This design comes from an exercise in tuning for small area on the open sky130 flow, not from production work.
The RTL was checked by simulation tests, not by an equivalence proof against the original design.
The flow treats the clock pin as an ideal source, which a real chip does not have.
Power figures rest on the tool's default switching activity, not on a simulated workload.

==> flow/design.v <==
`timescale 1ns / 1ps
module clkdiv(
    input wire clk,
    input wire clr,
    output wire ce25
    );
	reg t;
	always @(posedge clk or posedge clr)
		if (clr)
			t <= 1'b0;
		else
			t <= ~t;
	assign ce25 = ~t;
endmodule
`timescale 1ns / 1ps
module key_ctrl(
    input wire clk,
    input wire ce25,
    input wire clr,
    input wire kbClk,
    input wire kbData,
    output reg [2:0] k1,
    output reg k2f0
    );
	reg cv, dv;
	reg [1:0] cc, dc;
	reg cF, dF;
	always @(posedge clk or posedge clr)
		if (clr) begin
			cv <= 1'b0;
			dv <= 1'b0;
			cc <= 2'd2;
			dc <= 2'd2;
			cF <= 1'b1;
			dF <= 1'b1;
		end else if (ce25) begin
			cv <= kbClk;
			dv <= kbData;
			cc <= (kbClk != cv) ? 2'd0 : (cc == 2'd3) ? 2'd3 : cc + 2'd1;
			dc <= (kbData != dv) ? 2'd0 : (dc == 2'd3) ? 2'd3 : dc + 2'd1;
			if (cc == 2'd3) cF <= cv;
			if (dc == 2'd3) dF <= dv;
		end
	reg [1:0] fr;
	reg hi;
	reg [3:0] bc;
	reg [7:0] sh;
	always @(posedge clk)
		if (ce25 && fr != 2'd0 && !hi && !cF && bc <= 4'd8)
			sh <= {dF, sh[7:1]};
	reg [2:0] cls;
	always @(*)
		case (sh)
			8'h1D: cls = 3'd1;
			8'h1C: cls = 3'd2;
			8'h1B: cls = 3'd3;
			8'h23: cls = 3'd4;
			8'hE0: cls = 3'd5;
			default: cls = 3'd0;
		endcase
	always @(posedge clk or posedge clr)
		if (clr) begin
			fr <= 2'd0;
			hi <= 1'b0;
			bc <= 4'd0;
			k1 <= 3'd0;
			k2f0 <= 1'b0;
		end else if (ce25) begin
			if (fr == 2'd0) begin
				if (!dF) fr <= 2'd1;
			end else if (hi) begin
				if (cF) begin
					hi <= 1'b0;
					bc <= bc + 4'd1;
				end
			end else if (bc < 4'd11) begin
				if (!cF) hi <= 1'b1;
			end else if (bc == 4'd11) begin
				bc <= 4'd12;
			end else if (bc == 4'd12) begin
				if (fr == 2'd2) begin
					k2f0 <= (sh == 8'hF0);
					bc <= 4'd13;
				end else begin
					if (fr == 2'd1) k1 <= cls;
					fr <= (fr == 2'd1) ? 2'd2 : 2'd1;
					bc <= 4'd0;
				end
			end else begin
				bc <= 4'd0;
				if (k2f0) fr <= 2'd3;
				else if (k1 == 3'd5) fr <= 2'd1;
				else fr <= 2'd2;
			end
		end
endmodule
`timescale 1ns / 1ps
module sev_seg(
    input clock,
    input reset,
    input [3:0] digit3,
    input [3:0] digit2,
    input [3:0] digit1,
    input [3:0] digit0,
    input blank,             
    output [7:0] s,
    output dp,
    output [3:0] an
    );
	reg [15:0] lf;
	reg [1:0] q;
	wire z = ~|lf[14:0];
	wire fb = lf[15] ^ lf[13] ^ lf[12] ^ lf[10] ^ z;
	wire wrap = lf[15] & z;
	always @(posedge clock or posedge reset)
		if (reset) begin
			lf <= 16'd0;
			q <= 2'd0;
		end else begin
			lf <= {lf[14:0], fb};
			if (wrap) q <= q + 2'd1;
		end
	reg [3:0] dg;
	always @(*)
		case (q)
			2'd0: dg = digit0;
			2'd1: dg = digit1;
			2'd2: dg = digit2;
			default: dg = digit3;
		endcase
	wire [3:0] v = blank ? 4'd0 : dg;
	reg [6:0] temp;
	always @(*)
		case (v)
			4'd0 : temp = 7'b1000000;
			4'd1 : temp = 7'b1111001;
			4'd2 : temp = 7'b0100100;
			4'd3 : temp = 7'b0110000;
			4'd4 : temp = 7'b0011001;
			4'd5 : temp = 7'b0010010;
			4'd6 : temp = 7'b0000010;
			4'd7 : temp = 7'b1111000;
			4'd8 : temp = 7'b0000000;
			4'd9 : temp = 7'b0010000;
			default : temp = 7'b0111111;
		endcase
	assign s = {1'b0, temp};
	assign an = ~(4'b0001 << q);
	assign dp = ~(q == 2'd3);
endmodule
`timescale 1ns / 1ps
module top_control(
    input kbClk,
    input kbData,
    input clk,
    input clr,
    output [7:0] seg,
    output [3:0] anode,
    output dec
    );
wire keyCe;
wire [2:0] k1;
wire k2f0;
clkdiv U1 (.clk(clk), .clr(clr), .ce25(keyCe));
key_ctrl U2 (.clk(clk), .ce25(keyCe), .clr(clr), .kbClk(kbClk), .kbData(kbData),
		.k1(k1), .k2f0(k2f0));
	wire kW = (k1 == 3'd1);		 
	wire kA = (k1 == 3'd2);		 
	wire kS = (k1 == 3'd3);		 
	wire kD = (k1 == 3'd4) & k2f0;	 
	localparam [2:0] IDLE = 3'd0, INC = 3'd1, TSTART = 3'd2, RUN = 3'd3, STOP = 3'd4;
	reg [2:0] st, stn;
	always @(*)
		case (st)
			IDLE:    stn = kD ? INC : (kA ? TSTART : IDLE);
			INC:     stn = STOP;
			TSTART:  stn = RUN;
			RUN:     stn = kS ? STOP : RUN;
			default: stn = kA ? RUN : STOP;
		endcase
	always @(posedge clk or posedge clr)
		if (clr)
			st <= IDLE;
		else if (kW)
			st <= IDLE;
		else
			st <= stn;
	wire idle = (st == IDLE);
	wire blank = idle & ~kD;
	wire run = (st == TSTART) | ((st == RUN) & ~kS) | ((st == STOP) & kA);
	localparam [16:0] TEND = 17'd43223;
	reg [16:0] tk;
	wire click = (tk == TEND);
	wire tkeep = ~kW & ~click & ~idle;
	wire tstep = tkeep & run;
	wire thold = tkeep & ~run;
	wire [16:0] tnx = {tk[15:0], ~(tk[16] ^ tk[13])};
	always @(posedge clk)
		tk <= ({17{tstep}} & tnx) | ({17{thold}} & tk);
	function [3:0] bcdnext(input [3:0] d, input ci, input w);
		reg [3:0] t;
		begin
			t[0] = ci;
			t[1] = ci & d[0] & ~d[3];
			t[2] = ci & d[0] & d[1];
			t[3] = ci & d[0] & (d[3] | (d[2] & d[1]));
			bcdnext = (d ^ t) & {4{~w}};
		end
	endfunction
	reg [3:0] c0, c1, c2, c3;
	wire i0 = kD | click;
	wire i1 = i0 & c0[3] & c0[0];
	wire i2 = i1 & c1[3] & c1[0];
	wire i3 = i2 & c2[3] & c2[0];
	wire cw = kW | blank;
	always @(posedge clk) begin
		c0 <= bcdnext(c0, i0, cw);
		c1 <= bcdnext(c1, i1, cw);
		c2 <= bcdnext(c2, i2, cw);
		c3 <= bcdnext(c3, i3, cw);
	end
sev_seg U3 (.clock(clk), .reset(clr), .digit0(c0), .digit1(c1), .digit2(c2), .digit3(c3),
		.blank(blank), .s(seg), .dp(dec), .an(anode));
endmodule
Settings: LEC_CHECK=0, CAP_MARGIN=20, CORE_MARGIN=2, CORE_UTILIZATION=40, SLEW_MARGIN=20; clock period 10.0 ns.
standard.sh (not shown) runs the stock make flow with config.mk's settings and CLKGATE_MAP_FILE= SYNTH_SCRIPT=/design/flow/synth_recipe.tcl, a recipe that flattens the netlist after the stock synthesis.
==> flow/flow/run.sh <==
#!/bin/bash
# Standard ORFS flow with an area-oriented synthesis: no adder extraction,
# and an ABC script of our own (flow/abc_area.script). Port buffers use buf_1.
set -euo pipefail
W=$(pwd)
rm -rf "$W/scripts_mod"
cp -r "$FLOW_HOME/scripts" "$W/scripts_mod"
cp "$W/flow/abc_area.script" "$W/scripts_mod/abc_area.script"
bash standard.sh ADDER_MAP_FILE= ABC_AREA=1 SCRIPTS_DIR="$W/scripts_mod" \
  "BUFFER_PORTS_ARGS=-buffer_cell sky130_fd_sc_hd__buf_1" "CTS_ARGS=-sink_clustering_enable -repair_clock_nets -dont_use_dummy_load -buf_list {sky130_fd_sc_hd__clkbuf_8} -sink_clustering_size 40 -sink_clustering_max_diameter 200" finish > "$W/flow_make.log" 2>&1
==> flow/flow/abc_area.script <==
&get -n
&st
&deepsyn -T 20
&dch -f
&nf -R 1000
&put
topo
Then changed:
--- a/flow/design.v
+++ b/flow/design.v
@@ -19,30 +19,27 @@
     input wire clr,
     input wire kbClk,
     input wire kbData,
     output reg [2:0] k1,
     output reg k2f0
     );
-	reg cv, dv;
-	reg [1:0] cc, dc;
+	reg [3:0] cfl, dfl;
 	reg cF, dF;
 	always @(posedge clk or posedge clr)
 		if (clr) begin
-			cv <= 1'b0;
-			dv <= 1'b0;
-			cc <= 2'd2;
-			dc <= 2'd2;
+			cfl <= 4'b0001;
+			dfl <= 4'b0001;
 			cF <= 1'b1;
 			dF <= 1'b1;
 		end else if (ce25) begin
-			cv <= kbClk;
-			dv <= kbData;
-			cc <= (kbClk != cv) ? 2'd0 : (cc == 2'd3) ? 2'd3 : cc + 2'd1;
-			dc <= (kbData != dv) ? 2'd0 : (dc == 2'd3) ? 2'd3 : dc + 2'd1;
-			if (cc == 2'd3) cF <= cv;
-			if (dc == 2'd3) dF <= dv;
+			cfl <= {kbClk, cfl[3:1]};
+			dfl <= {kbData, dfl[3:1]};
+			if (cfl == 4'b1111) cF <= 1'b1;
+			else if (cfl == 4'b0000) cF <= 1'b0;
+			if (dfl == 4'b1111) dF <= 1'b1;
+			else if (dfl == 4'b0000) dF <= 1'b0;
 		end
 	reg [1:0] fr;
 	reg hi;
 	reg [3:0] bc;
 	reg [7:0] sh;
 	always @(posedge clk)
The changed run produced a clean layout; critical path depth went down by 7; cell area is higher by 1.1%; cell count grows by 0.68%; count of clock-buffer cells in the layout stays the same; worst hold slack is better by 5.8 ps; total power grows by 1.2%; clock skew increases by 21 ps; die area rises by 1.3%; area after synthesis goes up by 1.3%; sequential share of layout area goes up by 0.79 points; register-to-register slack is better by 110 ps; non-clock buffer count decreases by 1.

========
Setup of the previous run:
top_control, a different RTL version from the one above (not shown whole).
For scale: about 320 cells after synthesis, roughly 78 flip-flops, ~17 I/O pins.
==> module key_ctrl, before the edit <==
module key_ctrl(
    input wire clk,
    input wire ce25,
    input wire clr,
    input wire kbClk,
    input wire kbData,
    output reg [2:0] k1,
    output reg k2f0
    );
	reg cv, dv;
	reg [1:0] cc, dc;
	reg cFn, dFn;		 
	wire cF = ~cFn;
	wire dF = ~dFn;
	always @(posedge clk or posedge clr)
		if (clr) begin
			cv <= 1'b0;
			dv <= 1'b0;
			cc <= 2'd2;
			dc <= 2'd2;
			cFn <= 1'b0;
			dFn <= 1'b0;
		end else if (ce25) begin
			cv <= kbClk;
			dv <= kbData;
			cc <= (kbClk != cv) ? 2'd0 : (cc == 2'd3) ? 2'd3 : cc + 2'd1;
			dc <= (kbData != dv) ? 2'd0 : (dc == 2'd3) ? 2'd3 : dc + 2'd1;
			if (cc == 2'd3) cFn <= ~cv;
			if (dc == 2'd3) dFn <= ~dv;
		end
	reg [1:0] fr;
	reg hi;
	reg [3:0] bc;
	reg [3:0] r;
	function [2:0] lowcls(input [3:0] lo, input d4);
		case ({lo, d4})
			5'b1101_1: lowcls = 3'b001;	 
			5'b1100_1: lowcls = 3'b010;	 
			5'b1011_1: lowcls = 3'b100;	 
			5'b0011_0: lowcls = 3'b110;	 
			5'b0000_0: lowcls = 3'b111;	 
			5'b0000_1: lowcls = 3'b011;	 
			default:   lowcls = 3'b000;
		endcase
	endfunction
	wire ehi = (r[1] & r[0]) | (r[2] & r[1] & ~r[0] & (bc == 4'd6));
	always @(posedge clk)
		if (ce25 && fr != 2'd0 && !hi && !cF && bc != 4'd0 && bc <= 4'd8) begin
			if (bc <= 4'd4)
				r <= {dF, r[3:1]};
			else if (bc == 4'd5)
				r <= {1'b0, lowcls(r, dF)};
			else if (dF != ehi)
				r <= 4'd0;
		end
	wire isF0 = (r[2:0] == 3'b011);
	always @(posedge clk or posedge clr)
		if (clr) begin
			fr <= 2'd0;
			hi <= 1'b0;
			bc <= 4'd0;
			k1 <= 3'd0;
			k2f0 <= 1'b0;
		end else if (ce25) begin
			if (fr == 2'd0) begin
				if (!dF) fr <= 2'd1;
			end else if (hi) begin
				if (cF) begin
					hi <= 1'b0;
					bc <= bc + 4'd1;
				end
			end else if (bc < 4'd11) begin
				if (!cF) hi <= 1'b1;
			end else if (bc == 4'd11) begin
				bc <= 4'd12;
			end else if (bc == 4'd12) begin
				if (fr == 2'd2) begin
					k2f0 <= isF0;
					bc <= 4'd13;
				end else begin
					if (fr == 2'd1) k1 <= isF0 ? 3'b000 : r[2:0];
					fr <= (fr == 2'd1) ? 2'd2 : 2'd1;
					bc <= 4'd0;
				end
			end else begin
				bc <= 4'd0;
				if (k2f0) fr <= 2'd3;
				else if (k1[1] & k1[0]) fr <= 2'd1;	 
				else fr <= 2'd2;
			end
		end
endmodule
Settings: LEC_CHECK=0, CAP_MARGIN=20, CORE_MARGIN=2, CORE_UTILIZATION=60, SLEW_MARGIN=20; clock period 10.0 ns.
==> flow/flow/run.sh <==
#!/bin/bash
# Standard ORFS flow with an area-oriented synthesis: no adder extraction,
# and an ABC script of our own (flow/abc_area.script). Port buffers use buf_1.
# CTS without dummy loads; afterwards flow/post_cts.tcl downsizes clock
# buffers that have slew to spare.
set -euo pipefail
W=$(pwd)
rm -rf "$W/scripts_mod"
cp -r "$FLOW_HOME/scripts" "$W/scripts_mod"
cp "$W/flow/abc_area.script" "$W/scripts_mod/abc_area.script"
bash standard.sh ADDER_MAP_FILE= ABC_AREA=1 SCRIPTS_DIR="$W/scripts_mod" \
  "BUFFER_PORTS_ARGS=-buffer_cell sky130_fd_sc_hd__buf_1" POST_CTS_TCL="$W/flow/post_cts.tcl" "CTS_ARGS=-sink_clustering_enable -repair_clock_nets -dont_use_dummy_load -buf_list {sky130_fd_sc_hd__clkbuf_8} -sink_clustering_size 40 -sink_clustering_max_diameter 200" finish > "$W/flow_make.log" 2>&1
==> flow/flow/abc_area.script <==
&get -n
&st
&deepsyn -J 200 -T 300
&dch -f
&nf -R 1000
&put
topo
==> flow/flow/post_cts.tcl <==
# Downsize clock-tree buffers where the flip-flop clock pins still see a
# small slew. Each buffer is tried with smaller clkbuf cells and kept at the
# smallest one that leaves every clock-pin slew under the limit.
set pc_limit 0.110
proc pc_max_clk_slew {} {
  set a 0
  foreach p [get_pins -hierarchical */CLK] {
    set s [get_property $p slew_max]
    if {$s > $a} { set a $s }
  }
  return $a
}
estimate_parasitics -placement
puts "post_cts: max clock-pin slew before [pc_max_clk_slew]"
foreach inst [get_cells clkbuf_*] {
  set orig [get_property [get_property $inst liberty_cell] name]
  foreach c {sky130_fd_sc_hd__clkbuf_2 sky130_fd_sc_hd__clkbuf_4} {
    if {$c == $orig} { break }
    replace_cell $inst $c
    estimate_parasitics -placement
    set s [pc_max_clk_slew]
    if {$s <= $pc_limit} {
      puts "post_cts: [get_full_name $inst] $orig -> $c (max clock-pin slew $s)"
      set orig ""
      break
    }
    replace_cell $inst $orig
  }
  if {$orig != ""} { estimate_parasitics -placement }
}
puts "post_cts: max clock-pin slew after [pc_max_clk_slew]"
diff inputs: the previous run => the current run
--- a/flow/design.v
+++ b/flow/design.v
@@ -25,7 +25,5 @@
 	reg cv, dv;
 	reg [1:0] cc, dc;
-	reg cFn, dFn;		 
-	wire cF = ~cFn;
-	wire dF = ~dFn;
+	reg cF, dF;
 	always @(posedge clk or posedge clr)
 		if (clr) begin
@@ -34,6 +32,6 @@
 			cc <= 2'd2;
 			dc <= 2'd2;
-			cFn <= 1'b0;
-			dFn <= 1'b0;
+			cF <= 1'b1;
+			dF <= 1'b1;
 		end else if (ce25) begin
 			cv <= kbClk;
@@ -41,6 +39,6 @@
 			cc <= (kbClk != cv) ? 2'd0 : (cc == 2'd3) ? 2'd3 : cc + 2'd1;
 			dc <= (kbData != dv) ? 2'd0 : (dc == 2'd3) ? 2'd3 : dc + 2'd1;
-			if (cc == 2'd3) cFn <= ~cv;
-			if (dc == 2'd3) dFn <= ~dv;
+			if (cc == 2'd3) cF <= cv;
+			if (dc == 2'd3) dF <= dv;
 		end
 	reg [1:0] fr;
[summary]
- Taking the previous run as the reference point, the actual transition at the worst max-transition pin of the current run rises by 0.027 ns.
- Compared with the previous run, in the current run die area comparable, smallest setup slack after layout now smaller, via count of the first global-routing pass now larger.
- Relative contribution of combinational cells to total power: the current run vs the previous run down 0.6 points
- Between the current run and the previous run, the utilization does not differ in any meaningful way.

## re-timing with driven ports
No port has a modelled driver above. Below, the same layouts with a new extraction and two added sets of constraints.
Step 1, drivers: a clkbuf_16 drives clk and a buf_2 each remaining input, both assumed.
Step 2 also shifts input and output timing later by t, the mid clock arrival at the registers, as if the neighbouring blocks saw the same clock.
a / b / c = ideal / step 1 / step 2; a / b = the first two.
run | t, ns | setup WS [ns] | worst register clock-pin slew, ns
the first run of note 1 | 0.366 | 5.418 / 5.387 / 5.753 | 0.07 / 0.07
the second run of note 1 | 0.372 | 5.630 / 5.598 / 5.970 | 0.09 / 0.09
the previous run | 0.499 | 5.695 / 5.666 / 6.165 | 0.09 / 0.09
the current run | 0.512 | 5.595 / 5.569 / 6.081 | 0.11 / 0.11
After both steps setup and hold are still met in every run listed.
